Source: an optimization exercise on an open RTL-to-GDS flow (aim: small area). Production flows keep margins and buffers that such runs may drop.
RTL that was checked went through simulation tests only; none was proved equivalent to the original.
The flow treats the clock pin as an ideal source, which a real chip does not have.

==> run C: inputs <==
## top
module top (
    input  wire bb_clk_in,
    input  wire rst_h,
    output wire DATA1,
    output wire DATA2,
    input  wire COM1,
    input  wire COM2
);
Settings: LEC_CHECK=0, CAP_MARGIN=20, CORE_MARGIN=2, CORE_UTILIZATION=30, SLEW_MARGIN=20; clock period 6.0 ns.
standard.sh (not shown) runs the stock make flow with config.mk's settings and CLKGATE_MAP_FILE= SYNTH_SCRIPT=/design/flow/synth_recipe.tcl, a recipe that flattens the netlist after the stock synthesis.
==> flow/flow/run.sh <==
#!/bin/bash
# Standard layout, except: clock tree with small buffers and no dummy loads
# (leaf buffers that drive many flip-flops are then upsized, see
# post_cts.tcl), and the smallest buffer on each port.
export CTS_ARGS="-sink_clustering_enable -repair_clock_nets -dont_use_dummy_load -sink_clustering_size 30 -sink_clustering_max_diameter 400 -root_buf sky130_fd_sc_hd__clkbuf_8 -buf_list sky130_fd_sc_hd__clkbuf_4"
export BUFFER_PORTS_ARGS="-buffer_cell sky130_fd_sc_hd__buf_1"
export POST_CTS_TCL="$(pwd)/flow/post_cts.tcl"
bash standard.sh > standard.log 2>&1
==> flow/flow/post_cts.tcl <==
set block [ord::get_db_block]
set n 0
foreach inst [$block getInsts] {
  if {[[$inst getMaster] getName] != "sky130_fd_sc_hd__clkbuf_4"} { continue }
  set net [[$inst findITerm X] getNet]
  if {$net == "NULL"} { continue }
  set fo [expr {[llength [$net getITerms]] - 1}]
  if {$fo > 8} {
    replace_cell [get_cells [$inst getName]] sky130_fd_sc_hd__clkbuf_8
    incr n
  }
}
puts "post_cts: upsized $n clock buffers"
detailed_placement
check_placement -verbose
estimate_parasitics -placement
==> run X (differences from run C) <==
--- a/flow/design.v
+++ b/flow/design.v
@@ -30,76 +30,86 @@
     if (smp) begin
         a1 <= COM1;
         a2 <= COM2;
         rx_in <= line ? a2 : a1;
     end
 end
 reg       in_q, in_qq;
-reg       ract;      
+reg [1:0] rsd;       
 reg       rdec;      
 reg [1:0] takt;
-reg [3:0] bitc;      
+reg [3:0] bitc;
 reg [7:0] rbyte;
 reg       rpar;
-wire rs_start = ract && (bitc == 4'd0);
-wire rs_wnw   = ract && (bitc == 4'd11);
-wire rs_recv  = ract && !rs_start && !rs_wnw;
 wire spad = in_qq & ~in_q;
-wire rfail = !ract && (takt == 2'd2);
+wire rfail = (rsd == 2'd0) && (takt == 2'd2);
 wire dot  = in_qq;
 wire rerr = (bitc == 4'd0)  ? dot :
             (bitc == 4'd9)  ? ~(dot ^ rpar) :
             (bitc == 4'd10) ? ~dot : 1'b0;
 wire shift_en = (bitc != 4'd0) && (bitc < 4'd9);
-wire rd_en = rs_wnw && (takt == 2'd2);
-always @(posedge clk or posedge rst_h)
-    if (rst_h) begin
-        ract  <= 1'b0;
+wire rd_en = (rsd == 2'd3) && (takt == 2'd2) && (bitc == 4'd11);
+always @(posedge clk or posedge rst_h)
+    if (rst_h) begin
+        rsd   <= 2'd0;
         rdec  <= 1'b0;
     end else if (s3) begin
-        if (!ract) begin
-            rdec <= 1'b0;
-            if (spad) ract <= 1'b1;
-        end else if (rs_wnw) begin
-            if (!spad && takt == 2'd1) ract <= 1'b0;
-        end else begin
-            if (rs_recv && takt == 2'd3) rdec <= 1'b1;
-            if (takt == 2'd1 && rerr) ract <= 1'b0;
-        end
+        case (rsd)
+        2'd0: begin
+            rdec  <= 1'b0;
+            if (spad) rsd <= 2'd1;
+        end
+        2'd1: if (takt == 2'd1) begin
+            if (rerr) rsd <= 2'd0;
+            else      rsd <= 2'd2;
+        end
+        2'd2: begin
+            if (takt == 2'd3) rdec <= 1'b1;
+            if (takt == 2'd1) begin
+                if (rerr) rsd <= 2'd0;
+                else if (bitc == 4'd10)
+                    rsd <= 2'd3;
+            end
+        end
+        default: begin
+            if (spad) rsd <= 2'd1;
+            else if (bitc == 4'd11 && takt == 2'd1) rsd <= 2'd0;
+        end
+        endcase
     end
 always @(posedge clk)
     if (s3) begin
         in_q  <= rx_in;
         in_qq <= in_q;
-        if (!ract || (rs_wnw && spad)) begin
+        if (rsd == 2'd0 || (rsd == 2'd3 && spad)) begin
             takt <= 2'd0;
             bitc <= 4'd0;
         end else begin
             takt <= takt + 2'd1;
             if (takt == 2'd1) bitc <= bitc + 4'd1;
         end
-        if (rs_recv && takt == 2'd1 && shift_en) begin
+        if (rsd == 2'd2 && takt == 2'd1 && shift_en) begin
             rbyte <= {dot, rbyte[7:1]};
             rpar  <= rpar ^ dot;
         end
-        if (rs_start) rpar <= 1'b0;
+        if (rsd == 2'd1) rpar <= 1'b0;
     end
 localparam D_IDLE = 3'd0, D_HDR = 3'd1, D_BODY = 3'd2, D_CHECK = 3'd3, D_OK = 3'd4, D_BAD = 3'd5;
 reg [2:0]  dst;
 reg [1:0]  idx;
 reg [15:0] rem;      
 reg        rdecr;    
 reg        rbor;     
 reg [1:0]  cls;      
 reg [15:0] rcrc;
-wire rx_crc_step = s3 && rs_recv && (bitc == 4'd9 || bitc == 4'd10);
+wire rx_crc_step = s3 && (rsd == 2'd2) && (bitc == 4'd9 || bitc == 4'd10);
 wire rx_crc_bit  = rbyte[{bitc[0], takt[1], ~takt[0]}];
-wire front   = s3 && rs_recv && (takt == 2'd3) && !rdec;
-wire rem_load = s3 && rs_recv && (takt == 2'd1) && shift_en && (dst == D_HDR) && idx[1];
-wire rem_step = s3 && ract && rdecr && (bitc != 4'd0) && (bitc < 4'd5);
+wire front   = s3 && (rsd == 2'd2) && (takt == 2'd3) && !rdec;
+wire rem_load = s3 && (rsd == 2'd2) && (takt == 2'd1) && shift_en && (dst == D_HDR) && idx[1];
+wire rem_step = s3 && (rsd == 2'd2) && rdecr && (bitc != 4'd0) && (bitc < 4'd5);
 wire rx_byte = s3 && rd_en;
 wire rx_done = (dst == D_OK) || (dst == D_BAD);
 wire rx_ok   = (dst == D_OK);
 wire rx_busy = (dst != D_IDLE);
 always @(posedge clk or posedge rst_h)
     if (rst_h)
         dst <= D_IDLE;
@@ -129,15 +139,15 @@
         idx  <= 2'd0;
         cls  <= 2'd0;
     end else if ((dst == D_HDR || dst == D_BODY) && rx_byte) begin
         if (dst == D_HDR || !rdecr) idx <= idx + 2'd1;
         if (dst == D_HDR && idx == 2'd1) cls <= {rbyte == 8'h04, rbyte[7:1] == 7'h01};
     end
 always @(posedge clk) begin
-    if (s3 && rs_start) begin
+    if (s3 && rsd == 2'd1) begin
         rdecr <= (dst == D_BODY) && (rem != 16'd0);
         rbor  <= 1'b1;
     end else if (rem_step)
         rbor <= rbor & ~rem[8];
     if (rem_load || rem_step) begin
         rem[14:8] <= rem[15:9];
         rem[6:0]  <= rem[7:1];
@@ -166,19 +176,19 @@
 always @(posedge clk)
     if (rxs != 2'd2) rcnt <= 5'd0;
     else if (s3) rcnt <= rcnt + 5'd1;
 localparam T_IDLE = 4'd0, T_WAIT = 4'd1, T_RX = 4'd2, T_P1 = 4'd3, T_P2 = 4'd4, T_P3 = 4'd5,
            T_S0 = 4'd6, T_S1 = 4'd7, T_S2 = 4'd8, T_SEND = 4'd9, T_CEND = 4'd10,
            T_F1 = 4'd11, T_F2 = 4'd12, T_F3 = 4'd13;
 reg [3:0]  txs;
+reg [4:0]  tcnt;
 reg        ferr, fdat;
 reg [10:0] M;        
 reg [15:0] pcnt;     
-reg        coding, out;
-reg        pt;       
+reg        coding, out, tmo, acc;
 reg [3:0]  count;
 wire hdr    = (M[10:4] == 7'h7f);
 wire crcreg = (M[10:4] == 7'h7e) && (M[3:1] == 3'b111);
 wire crc_hi = fdat ? (M == 11'h7ee) : (M == 11'h7fe);
 wire is_crc = crcreg || (hdr && M[2] && M[1] && !fdat);
 reg [7:0] tbyte;
 always @* begin
@@ -222,73 +232,67 @@
 wire dbit   = is_crc ? crcbit : tbyte[bi];
 wire last = is_crc && M[0];    
 wire load = s2 && coding && !last && (count == 4'd0);
 reg  sel;
 always @* begin
     case (count)
         4'd0:    sel = 1'b1;
-        4'd1:    sel = pt;
+        4'd1:    sel = tmo;
         4'd2, 4'd3, 4'd4, 4'd5, 4'd6, 4'd7, 4'd8, 4'd9:
                  sel = dbit;
-        default: sel = pt;
+        default: sel = acc;
     endcase
 end
 always @(posedge clk or posedge rst_h)
     if (rst_h)
         txs <= T_IDLE;
     else case (txs)
         T_IDLE: if (s3 && (!r1 || !r2)) txs <= T_WAIT;
         T_WAIT: if (s3) begin
             if (rx_busy) txs <= T_RX;
-            else if (M[4:0] == 5'd31) txs <= T_IDLE;
+            else if (tcnt == 5'd31) txs <= T_IDLE;
         end
         T_RX: if (rx_done) txs <= (cls != 2'd0) ? T_P1 : T_IDLE;
         T_S0, T_S1, T_S2: if (s2) txs <= txs + 4'd1;
         T_SEND: if (s2 && coding && count == 4'd2 && crc_hi) txs <= T_CEND;
         T_CEND: if (s2 && !coding) txs <= T_F1;
         T_F3: txs <= T_IDLE;
         default: txs <= txs + 4'd1;
     endcase
 always @(posedge clk) begin
+    if (txs != T_WAIT) tcnt <= 5'd0;
+    else if (s3) tcnt <= tcnt + 5'd1;
     if (txs == T_RX && rx_done) begin
         ferr <= !rx_ok;
         fdat <= rx_ok && cls[1];
     end
 end
 always @(posedge clk)
     if (txs == T_P3)
         M <= 11'h7f9;
-    else if (txs == T_IDLE)
-        M <= 11'd0;
-    else if (load || (txs == T_WAIT && s3))
+    else if (load)
         M <= M + 11'd1;
 always @(posedge clk or posedge rst_h)
     if (rst_h)
         pcnt <= 16'd0;
     else begin
         if (load && fdat && M == 11'h7fd) pcnt[7:0] <= pcnt[7:0] + 8'd1;
         if (txs == T_F1 && fdat && pcnt[7:0] == 8'd0) pcnt[15:8] <= pcnt[15:8] + 8'd1;
     end
 always @(posedge clk or posedge rst_h)
     if (rst_h) begin
         coding <= 1'b0;
         out    <= 1'b1;
     end else if (s2) begin
         if (txs == T_S2) coding <= 1'b1;
-        else if (pt && count == 4'd1) coding <= 1'b0;
+        else if (tmo && count == 4'd1) coding <= 1'b0;
         out <= coding ? sel : 1'b1;
     end
 always @(posedge clk)
     if (s2) begin
         count <= !coding ? 4'd0 : (count == 4'd10) ? 4'd0 : count + 4'd1;
-        if (!coding)
-            pt <= 1'b0;
-        else if (count == 4'd10)
-            pt <= last;
-        else if (count == 4'd2)
-            pt <= ~sel;
-        else if (count > 4'd2)
-            pt <= pt ^ sel;
+        tmo   <= coding && ((count == 4'd10) ? last : tmo);
+        acc   <= (count < 4'd2) ? 1'b1 : acc ^ sel;
     end
 assign DATA1 = out;
 assign DATA2 = out;
 endmodule
==> flow/flow/run.sh (replaced) <==
#!/bin/bash
# Standard layout, except: clock tree with small buffers and no dummy loads,
# and the smallest buffer on each port.
export CTS_ARGS="-sink_clustering_enable -repair_clock_nets -dont_use_dummy_load -root_buf sky130_fd_sc_hd__clkbuf_8 -buf_list sky130_fd_sc_hd__clkbuf_4"
export BUFFER_PORTS_ARGS="-buffer_cell sky130_fd_sc_hd__buf_1"
bash standard.sh > standard.log 2>&1
removed: flow/flow/post_cts.tcl
==> results.txt <==
item	run C	run X
Status	no timing/DRC/antenna violations	no timing/DRC/antenna violations
Highest achievable clock rate	243.0 MHz	265.4 MHz
Synthesized instance count	700	708
Number of standard-cell rows in the floorplan	54	55
Transition at the pin with the smallest max-transition slack	0.9317 ns	0.9509 ns
Switching Fraction	33.93%	35.63%
Average cell area after synthesis	9.552 µm²	9.909 µm²
Layout sequential cell count	116	123
Taps Inserted	280	313
Final wirelength	14.10 mm	14.33 mm
R2r endpoint	pt	acc
RePlAce Congestion	0.8292	0.8666
Die outline height	153.3 µm	156.9 µm
Non-clk buf share	0.5853%	0.6590%
Inverters	32	34
Worst slack at placement	1.608 ns	1.924 ns
For run X, only the layout was checked, not whether the RTL still works.

re-timing with driven ports:
In the flow no input, the clock included, has a driving cell. The finished layouts below were timed again as built, in two steps.
Step 1: set_driving_cell puts a clkbuf_16 on bb_clk_in and a buf_2 on each other input, an assumption about the parent block.
Step 2 adds t to the input delays and takes it off the output delays; t is the mean of the earliest and latest rising clock arrival at the registers after step 1. Input paths then give back, and output paths get back, about the clock's delay inside the block.
Slacks: no drivers / after step 1 / after step 2; pairs: no drivers / after step 1.
run	t, ns	setup slack, ns	worst setup path at the end
run C	0.422	1.884 / 1.884 / 1.884	register to register
run X	0.439	2.232 / 2.232 / 2.232	register to register
After both steps setup and hold are still met in every run listed.
